Source: an optimization exercise on an open RTL-to-GDS flow (aim: small area and a short achievable clock period). Production flows keep margins and buffers that such runs may drop. At most, simulation tests tie the RTL to the original design; equivalence was not proved. The clock port is modelled as an ideal driver, which makes a skipped or thinned clock tree look cheaper than it is; a real chip needs a root buffer or a tree. Power figures rest on the tool's default switching activity, not on a simulated workload.

==> module axis_fifo, before the edit <==
module axis_fifo
#(
    parameter DATA_WIDTH  = 32,  
    parameter FIFO_DEPTH  = 32   
)
(
    input  logic                      clk_i,
    input  logic                      arstn_i,
    input  logic [DATA_WIDTH   - 1:0] s_axis_tdata_i,
    input  logic                      s_axis_tvalid_i,
    input  logic                      s_axis_tlast_i,
    input  logic [DATA_WIDTH/8 - 1:0] s_axis_tuser_i,
    input  logic [DATA_WIDTH/8 - 1:0] s_axis_tkeep_i,
    output logic                      s_axis_tready_o,
    input  logic                      m_axis_tready_i,
    output logic [DATA_WIDTH   - 1:0] m_axis_tdata_o,
    output logic                      m_axis_tvalid_o,
    output logic                      m_axis_tlast_o
    ,
    output logic [DATA_WIDTH/8 - 1:0] m_axis_tuser_o
    ,
    output logic [DATA_WIDTH/8 - 1:0] m_axis_tkeep_o
);
    localparam ADDR_WIDTH = $clog2(FIFO_DEPTH);
    localparam NSTORE     = FIFO_DEPTH - 2;      
    localparam UW = DATA_WIDTH/8;
    localparam KW = DATA_WIDTH/8;
    localparam W = DATA_WIDTH + 1 + UW + KW;     
    logic [W - 1:0] in_s;
    logic [W - 1:0] head_q;
    assign in_s[DATA_WIDTH - 1:0] = s_axis_tdata_i;
    assign in_s[DATA_WIDTH]       = s_axis_tlast_i;
    assign m_axis_tdata_o         = head_q[DATA_WIDTH - 1:0];
    assign m_axis_tlast_o         = head_q[DATA_WIDTH];
    assign in_s[DATA_WIDTH + 1 +: UW] = s_axis_tuser_i;
    assign m_axis_tuser_o             = head_q[DATA_WIDTH + 1 +: UW];
    assign in_s[DATA_WIDTH + 1 + UW +: KW] = s_axis_tkeep_i;
    assign m_axis_tkeep_o                  = head_q[DATA_WIDTH + 1 + UW +: KW];
    logic                    valid_q;    
    logic                    nfull_q;    
    logic                    full_q;     
    logic                    le1_q;      
    logic [ADDR_WIDTH - 1:0] idx_q;      
    logic                    par_q;
    logic wr_s, rd_s, eq2_s, eq30_s, nfull_d;
    logic sh_s, hold_s;
    assign wr_s   = s_axis_tvalid_i & nfull_q;
    assign rd_s   = m_axis_tready_i & valid_q;
    assign eq2_s  = (idx_q == ADDR_WIDTH'(0));
    assign eq30_s = (idx_q == ADDR_WIDTH'(FIFO_DEPTH - 4));
    assign nfull_d = rd_s | (nfull_q & ~(eq30_s & wr_s));
    assign sh_s   = s_axis_tvalid_i & nfull_q;
    assign hold_s = ~s_axis_tvalid_i | full_q;
    assign s_axis_tready_o = nfull_q;
    assign m_axis_tvalid_o = valid_q;
    always_ff @(posedge clk_i or negedge arstn_i) begin
        if (!arstn_i) begin
            valid_q <= 1'b0;
            nfull_q <= 1'b1;
            full_q  <= 1'b0;
            le1_q   <= 1'b1;
            idx_q   <= ADDR_WIDTH'(-2);
            par_q   <= 1'b0;
        end else begin
            valid_q <= wr_s | (valid_q & ~(m_axis_tready_i & le1_q));
            nfull_q <= nfull_d;
            full_q  <= ~nfull_d;
            le1_q   <= ~valid_q | (le1_q & ~(wr_s & ~m_axis_tready_i))
                                | (eq2_s & m_axis_tready_i & ~wr_s);
            if (wr_s & ~rd_s)
                idx_q <= idx_q + ADDR_WIDTH'(1);
            else if (rd_s & ~wr_s)
                idx_q <= idx_q - ADDR_WIDTH'(1);
            par_q   <= ~par_q;
        end
    end
    logic [W - 1:0] store_q [NSTORE];
    logic [W - 1:0] enc_s;
    assign enc_s = in_s ^ {W{par_q}};
    always_ff @(posedge clk_i) begin
        store_q[0] <= ~((enc_s | {W{hold_s}}) & (store_q[0] | {W{sh_s}}));
        for (int i = 1; i < NSTORE; i++)
            store_q[i] <= ~((store_q[i - 1] | {W{hold_s}}) & (store_q[i] | {W{sh_s}}));
    end
    logic [W - 1:0] rdmux_s;
    always_comb begin
        rdmux_s = '0;
        for (int i = 0; i < NSTORE; i++)
            rdmux_s = rdmux_s | (store_q[i] & {W{idx_q == ADDR_WIDTH'(i)}});
    end
    always_ff @(posedge clk_i) begin
        if (~valid_q | m_axis_tready_i)
            head_q <= le1_q ? in_s : (rdmux_s ^ {W{par_q}});
    end
endmodule
clock: 6.5 ns
lec_check: 0
cap_margin: 20
core_margin: 2
core_utilization: 40
setup_slack_margin: 0.2
slew_margin: 20
run.sh (not shown) runs the stock make flow with config.mk's settings and CLKGATE_MAP_FILE= SYNTH_SCRIPT=/design/flow/synth_recipe.tcl, a recipe that flattens the netlist after the stock synthesis.
Next try:
--- a/flow/design.v
+++ b/flow/design.v
@@ -38,41 +38,40 @@
     assign m_axis_tkeep_o                  = head_q[DATA_WIDTH + 1 + UW +: KW];
     logic                    valid_q;    
     logic                    nfull_q;    
     logic                    full_q;     
     logic                    le1_q;      
-    logic [ADDR_WIDTH - 1:0] idx_q;      
+    logic [NSTORE - 1:0]     sel_q;      
     logic                    par_q;
-    logic wr_s, rd_s, eq2_s, eq30_s, nfull_d;
+    logic wr_s, rd_s, up_s, dn_s, nfull_d;
     logic sh_s, hold_s;
-    assign wr_s   = s_axis_tvalid_i & nfull_q;
-    assign rd_s   = m_axis_tready_i & valid_q;
-    assign eq2_s  = (idx_q == ADDR_WIDTH'(0));
-    assign eq30_s = (idx_q == ADDR_WIDTH'(FIFO_DEPTH - 4));
-    assign nfull_d = rd_s | (nfull_q & ~(eq30_s & wr_s));
+    assign wr_s = s_axis_tvalid_i & nfull_q;
+    assign rd_s = m_axis_tready_i & valid_q;
+    assign up_s = wr_s & ~rd_s;
+    assign dn_s = rd_s & ~wr_s;
+    assign nfull_d = rd_s | (nfull_q & ~(sel_q[NSTORE - 2] & wr_s));
     assign sh_s   = s_axis_tvalid_i & nfull_q;
     assign hold_s = ~s_axis_tvalid_i | full_q;
     assign s_axis_tready_o = nfull_q;
     assign m_axis_tvalid_o = valid_q;
     always_ff @(posedge clk_i or negedge arstn_i) begin
         if (!arstn_i) begin
             valid_q <= 1'b0;
             nfull_q <= 1'b1;
             full_q  <= 1'b0;
             le1_q   <= 1'b1;
-            idx_q   <= ADDR_WIDTH'(-2);
+            sel_q   <= '0;
             par_q   <= 1'b0;
         end else begin
             valid_q <= wr_s | (valid_q & ~(m_axis_tready_i & le1_q));
             nfull_q <= nfull_d;
             full_q  <= ~nfull_d;
-            le1_q   <= ~valid_q | (le1_q & ~(wr_s & ~m_axis_tready_i))
-                                | (eq2_s & m_axis_tready_i & ~wr_s);
-            if (wr_s & ~rd_s)
-                idx_q <= idx_q + ADDR_WIDTH'(1);
-            else if (rd_s & ~wr_s)
-                idx_q <= idx_q - ADDR_WIDTH'(1);
+            le1_q   <= ~valid_q | (le1_q & ~up_s) | (sel_q[0] & dn_s);
+            if (up_s)
+                sel_q <= {sel_q[NSTORE - 2:0], valid_q & le1_q};
+            else if (dn_s)
+                sel_q <= {1'b0, sel_q[NSTORE - 1:1]};
             par_q   <= ~par_q;
         end
     end
     logic [W - 1:0] store_q [NSTORE];
     logic [W - 1:0] enc_s;
@@ -84,11 +83,11 @@
     end
     logic [W - 1:0] rdmux_s;
     always_comb begin
         rdmux_s = '0;
         for (int i = 0; i < NSTORE; i++)
-            rdmux_s = rdmux_s | (store_q[i] & {W{idx_q == ADDR_WIDTH'(i)}});
+            rdmux_s = rdmux_s | (store_q[i] & {W{sel_q[i]}});
     end
     always_ff @(posedge clk_i) begin
         if (~valid_q | m_axis_tready_i)
             head_q <= le1_q ? in_s : (rdmux_s ^ {W{par_q}});
     end
Outcome: The new run ran to the end with no violations; routed wire length drops by 22%; final area drops by 5.1%; critical path depth drops by 2; hold slack is about the same; final cell count drops by 5.0%; worst setup slack gains 0.63 ns; die area drops by 4.1%; first-iteration DRC count drops by 30%; flip-flop and latch count climbs by 25; via count drops by 10%.
No run of this note included a check of the RTL's function; only the layout flow was run.

## cedar
Another version of the RTL of axis_fifo (not shown whole).
For scale: about 4,300 cells after synthesis, ~1,300 flip-flops.
==> module axis_fifo, before the edit <==
module axis_fifo
#(
    parameter DATA_WIDTH  = 32,  
    parameter FIFO_DEPTH  = 32   
)
(
    input  logic                      clk_i,
    input  logic                      arstn_i,
    input  logic [DATA_WIDTH   - 1:0] s_axis_tdata_i,
    input  logic                      s_axis_tvalid_i,
    input  logic                      s_axis_tlast_i,
    input  logic [DATA_WIDTH/8 - 1:0] s_axis_tuser_i,
    input  logic [DATA_WIDTH/8 - 1:0] s_axis_tkeep_i,
    output logic                      s_axis_tready_o,
    input  logic                      m_axis_tready_i,
    output logic [DATA_WIDTH   - 1:0] m_axis_tdata_o,
    output logic                      m_axis_tvalid_o,
    output logic                      m_axis_tlast_o
    ,
    output logic [DATA_WIDTH/8 - 1:0] m_axis_tuser_o
    ,
    output logic [DATA_WIDTH/8 - 1:0] m_axis_tkeep_o
);
    localparam ADDR_WIDTH = $clog2(FIFO_DEPTH);
    localparam NSTORE     = FIFO_DEPTH - 2;      
    localparam UW = DATA_WIDTH/8;
    localparam KW = DATA_WIDTH/8;
    localparam W = DATA_WIDTH + 1 + UW + KW;     
    localparam NGRP = 4;                         
    logic [W - 1:0] in_s;
    logic [W - 1:0] head_q;
    assign in_s[DATA_WIDTH - 1:0] = s_axis_tdata_i;
    assign in_s[DATA_WIDTH]       = s_axis_tlast_i;
    assign m_axis_tdata_o         = head_q[DATA_WIDTH - 1:0];
    assign m_axis_tlast_o         = head_q[DATA_WIDTH];
    assign in_s[DATA_WIDTH + 1 +: UW] = s_axis_tuser_i;
    assign m_axis_tuser_o             = head_q[DATA_WIDTH + 1 +: UW];
    assign in_s[DATA_WIDTH + 1 + UW +: KW] = s_axis_tkeep_i;
    assign m_axis_tkeep_o                  = head_q[DATA_WIDTH + 1 + UW +: KW];
    logic                    valid_q;    
    logic                    nfull_q;    
    logic [NGRP - 1:0]       snfull_q;   
    logic [NGRP - 1:0]       sfull_q;    
    logic                    ofull_q;    
    logic                    ovalid_q;   
    logic                    le1_q;      
    logic [NSTORE - 1:0]     sel_q;      
    logic                    par_q;
    logic wr_s, rd_s, up_s, dn_s, nfull_d;
    logic [NGRP - 1:0] sh_s, hold_s;
    assign wr_s = s_axis_tvalid_i & nfull_q;
    assign rd_s = m_axis_tready_i & valid_q;
    assign up_s = wr_s & ~rd_s;
    assign dn_s = rd_s & ~wr_s;
    assign nfull_d = rd_s | (nfull_q & ~(sel_q[NSTORE - 2] & wr_s));
    assign sh_s   = {NGRP{s_axis_tvalid_i}} & snfull_q;
    assign hold_s = {NGRP{~s_axis_tvalid_i}} | sfull_q;
    assign s_axis_tready_o = ~ofull_q;
    assign m_axis_tvalid_o = ovalid_q;
    always_ff @(posedge clk_i or negedge arstn_i) begin
        if (!arstn_i) begin
            valid_q <= 1'b0;
            nfull_q <= 1'b1;
            snfull_q <= '1;
            sfull_q  <= '0;
            ofull_q  <= 1'b0;
            ovalid_q <= 1'b0;
            le1_q   <= 1'b1;
            sel_q   <= '0;
            par_q   <= 1'b0;
        end else begin
            valid_q <= wr_s | (valid_q & ~(m_axis_tready_i & le1_q));
            nfull_q <= nfull_d;
            for (int g = 0; g < NGRP; g++) begin
                snfull_q[g] <= rd_s | (snfull_q[g] & ~(sel_q[NSTORE - 2] & wr_s));
                sfull_q[g]  <= ~rd_s & (sfull_q[g] | (sel_q[NSTORE - 2] & wr_s));
            end
            ofull_q  <= ~rd_s & (ofull_q | (sel_q[NSTORE - 2] & wr_s));
            ovalid_q <= wr_s | (ovalid_q & ~(m_axis_tready_i & le1_q));
            le1_q   <= ~valid_q | (le1_q & ~up_s) | (sel_q[0] & dn_s);
            if (up_s)
                sel_q <= {sel_q[NSTORE - 2:0], valid_q & le1_q};
            else if (dn_s)
                sel_q <= {1'b0, sel_q[NSTORE - 1:1]};
            par_q   <= ~par_q;
        end
    end
    logic [W - 1:0] store_q [NSTORE];
    logic [W - 1:0] enc_s;
    assign enc_s = in_s ^ {W{par_q}};
    always_ff @(posedge clk_i) begin
        store_q[0] <= ~((enc_s | {W{hold_s[0]}}) & (store_q[0] | {W{sh_s[0]}}));
        for (int i = 1; i < NSTORE; i++)
            store_q[i] <= ~((store_q[i - 1] | {W{hold_s[i * NGRP / NSTORE]}})
                            & (store_q[i] | {W{sh_s[i * NGRP / NSTORE]}}));
    end
    logic [W - 1:0] rdmux_s;
    always_comb begin
        rdmux_s = '0;
        for (int i = 0; i < NSTORE; i++)
            rdmux_s = rdmux_s | (store_q[i] & {W{sel_q[i]}});
    end
    always_ff @(posedge clk_i or negedge arstn_i) begin
        if (!arstn_i)
            head_q <= '0;
        else if (~valid_q | m_axis_tready_i)
            head_q <= le1_q ? in_s : (rdmux_s ^ {W{par_q}});
    end
endmodule
export LEC_CHECK = 0
export CAP_MARGIN = 20
export CORE_MARGIN = 2
export CORE_UTILIZATION = 65
export CTS_CLUSTER_DIAMETER = 60
export CTS_CLUSTER_SIZE = 30
export PLACE_DENSITY = 0.75
export SETUP_SLACK_MARGIN = 4.2
export SLEW_MARGIN = 20
create_clock -name core_clock -period 6.5 [get_ports {clk_i}]
standard.sh (not shown) runs the stock make flow with config.mk's settings and CLKGATE_MAP_FILE= SYNTH_SCRIPT=/design/flow/synth_recipe.tcl, a recipe that flattens the netlist after the stock synthesis.
==> flow/flow/run.sh <==
#!/bin/bash
set -euo pipefail
work=$(pwd)
bash standard.sh \
  "PRE_DETAIL_PLACE_TCL=$work/flow/pre_detail_place.tcl" \
  "PRE_CTS_TCL=$work/flow/pre_cts.tcl" \
  "CTS_ARGS=-sink_clustering_enable -repair_clock_nets -dont_use_dummy_load -sink_clustering_size 30 -sink_clustering_max_diameter 120" \
  "BUFFER_PORTS_ARGS=-buffer_cell sky130_fd_sc_hd__buf_4" \
  finish > "$work/standard.log" 2>&1
Other scripts of this flow, unchanged in this note and not shown: flow/flow/pre_cts.tcl, flow/flow/pre_detail_place.tcl
In summary, cedar completed successfully, with a layout that passed the timing, design-rule and antenna checks.
[inputs] indigo vs cedar
==> flow/design.v <==
module axis_fifo
#(
    parameter DATA_WIDTH  = 32,  
    parameter FIFO_DEPTH  = 32   
)
(
    input  logic                      clk_i,
    input  logic                      arstn_i,
    input  logic [DATA_WIDTH   - 1:0] s_axis_tdata_i,
    input  logic                      s_axis_tvalid_i,
    input  logic                      s_axis_tlast_i,
    input  logic [DATA_WIDTH/8 - 1:0] s_axis_tuser_i,
    input  logic [DATA_WIDTH/8 - 1:0] s_axis_tkeep_i,
    output logic                      s_axis_tready_o,
    input  logic                      m_axis_tready_i,
    output logic [DATA_WIDTH   - 1:0] m_axis_tdata_o,
    output logic                      m_axis_tvalid_o,
    output logic                      m_axis_tlast_o
    ,
    output logic [DATA_WIDTH/8 - 1:0] m_axis_tuser_o
    ,
    output logic [DATA_WIDTH/8 - 1:0] m_axis_tkeep_o
);
    localparam ADDR_WIDTH = $clog2(FIFO_DEPTH);
    localparam NSTORE     = FIFO_DEPTH - 2;      
    localparam UW = DATA_WIDTH/8;
    localparam KW = DATA_WIDTH/8;
    localparam W = DATA_WIDTH + 1 + UW + KW;     
    logic [W - 1:0] in_s;
    logic [W - 1:0] head_q;
    assign in_s[DATA_WIDTH - 1:0] = s_axis_tdata_i;
    assign in_s[DATA_WIDTH]       = s_axis_tlast_i;
    assign m_axis_tdata_o         = head_q[DATA_WIDTH - 1:0];
    assign m_axis_tlast_o         = head_q[DATA_WIDTH];
    assign in_s[DATA_WIDTH + 1 +: UW] = s_axis_tuser_i;
    assign m_axis_tuser_o             = head_q[DATA_WIDTH + 1 +: UW];
    assign in_s[DATA_WIDTH + 1 + UW +: KW] = s_axis_tkeep_i;
    assign m_axis_tkeep_o                  = head_q[DATA_WIDTH + 1 + UW +: KW];
    logic                    valid_q;    
    logic                    nfull_q;    
    logic                    snfull_q;   
    logic                    sfull_q;    
    logic                    ofull_q;    
    logic                    ovalid_q;   
    logic                    le1_q;      
    logic [NSTORE - 1:0]     sel_q;      
    logic                    par_q;
    logic wr_s, rd_s, up_s, dn_s, nfull_d;
    logic sh_s, hold_s;
    assign wr_s = s_axis_tvalid_i & nfull_q;
    assign rd_s = m_axis_tready_i & valid_q;
    assign up_s = wr_s & ~rd_s;
    assign dn_s = rd_s & ~wr_s;
    assign nfull_d = rd_s | (nfull_q & ~(sel_q[NSTORE - 2] & wr_s));
    assign sh_s   = s_axis_tvalid_i & snfull_q;
    assign hold_s = ~s_axis_tvalid_i | sfull_q;
    assign s_axis_tready_o = ~ofull_q;
    assign m_axis_tvalid_o = ovalid_q;
    always_ff @(posedge clk_i or negedge arstn_i) begin
        if (!arstn_i) begin
            valid_q <= 1'b0;
            nfull_q <= 1'b1;
            snfull_q <= 1'b1;
            sfull_q  <= 1'b0;
            ofull_q  <= 1'b0;
            ovalid_q <= 1'b0;
            le1_q   <= 1'b1;
            sel_q   <= '0;
            par_q   <= 1'b0;
        end else begin
            valid_q <= wr_s | (valid_q & ~(m_axis_tready_i & le1_q));
            nfull_q <= nfull_d;
            snfull_q <= rd_s | (~sfull_q & ~(sel_q[NSTORE - 2] & wr_s));
            sfull_q  <= ~nfull_d;
            ofull_q  <= ~rd_s & (ofull_q | (sel_q[NSTORE - 2] & wr_s));
            ovalid_q <= wr_s | (ovalid_q & ~(m_axis_tready_i & le1_q));
            le1_q   <= ~valid_q | (le1_q & ~up_s) | (sel_q[0] & dn_s);
            if (up_s)
                sel_q <= {sel_q[NSTORE - 2:0], valid_q & le1_q};
            else if (dn_s)
                sel_q <= {1'b0, sel_q[NSTORE - 1:1]};
            par_q   <= ~par_q;
        end
    end
    logic [W - 1:0] store_q [NSTORE];
    logic [W - 1:0] enc_s;
    assign enc_s = in_s ^ {W{par_q}};
    always_ff @(posedge clk_i) begin
        store_q[0] <= ~((enc_s | {W{hold_s}}) & (store_q[0] | {W{sh_s}}));
        for (int i = 1; i < NSTORE; i++)
            store_q[i] <= ~((store_q[i - 1] | {W{hold_s}}) & (store_q[i] | {W{sh_s}}));
    end
    logic [W - 1:0] rdmux_s;
    always_comb begin
        rdmux_s = '0;
        for (int i = 0; i < NSTORE; i++)
            rdmux_s = rdmux_s | (store_q[i] & {W{sel_q[i]}});
    end
    always_ff @(posedge clk_i or negedge arstn_i) begin
        if (!arstn_i)
            head_q <= '0;
        else if (~valid_q | m_axis_tready_i)
            head_q <= le1_q ? in_s : (rdmux_s ^ {W{par_q}});
    end
endmodule
--- outcome ---
In indigo relative to cedar, via total after detailed routing had gone down by a few percent. [compare] base=cedar new=indigo: sequential cell count went down by 6, xor and xnor area share after synthesis shows no meaningful change. Unique cell type count in the Yosys netlist in indigo vs cedar: down 4. The higher finished layout cell area of cedar and indigo is in cedar. In the metrics for cedar and indigo, the one carrying the lower area after synthesis is indigo. indigo: cell count 1.2% below cedar. Sort cedar and indigo by part of the power in the clock network desc -> top: indigo.
Only the layout flow was run in cedar; the RTL was not checked for function there.

## what the ideal ports hide
The flow's constraints put no driver on any port. The routed layouts listed below were extracted and timed again, unchanged, in two steps.
Step 1, drivers: a clkbuf_16 drives clk_i and a buf_2 each remaining input, both assumed.
Step 2 times the ports against the registers' clock, not the clock port: input delays grow and output delays shrink by t, the midpoint of the rising clock arrivals with the driver on.
Three values: ideal ports, drivers, drivers and shift; two values: the first two.
run | shift t [ns] | setup slack, ns | clock arrival spread, ns
the first run of note 1 | 0.819 | 2.347 / 2.347 / 2.347 | 0.035 / 0.035
the second run of note 1 | 0.774 | 2.976 / 3.018 / 2.243 | 0.027 / 0.027
cedar | 0.585 | 4.163 / 4.037 / 3.652 | 0.023 / 0.023
indigo | 0.583 | 4.040 / 4.040 / 3.576 | 0.034 / 0.033
After both steps every run listed still meets setup and hold. The setup slack of the second run of note 1, which loses most, moves by +0.042 ns with the drivers and by -0.733 ns with both steps.
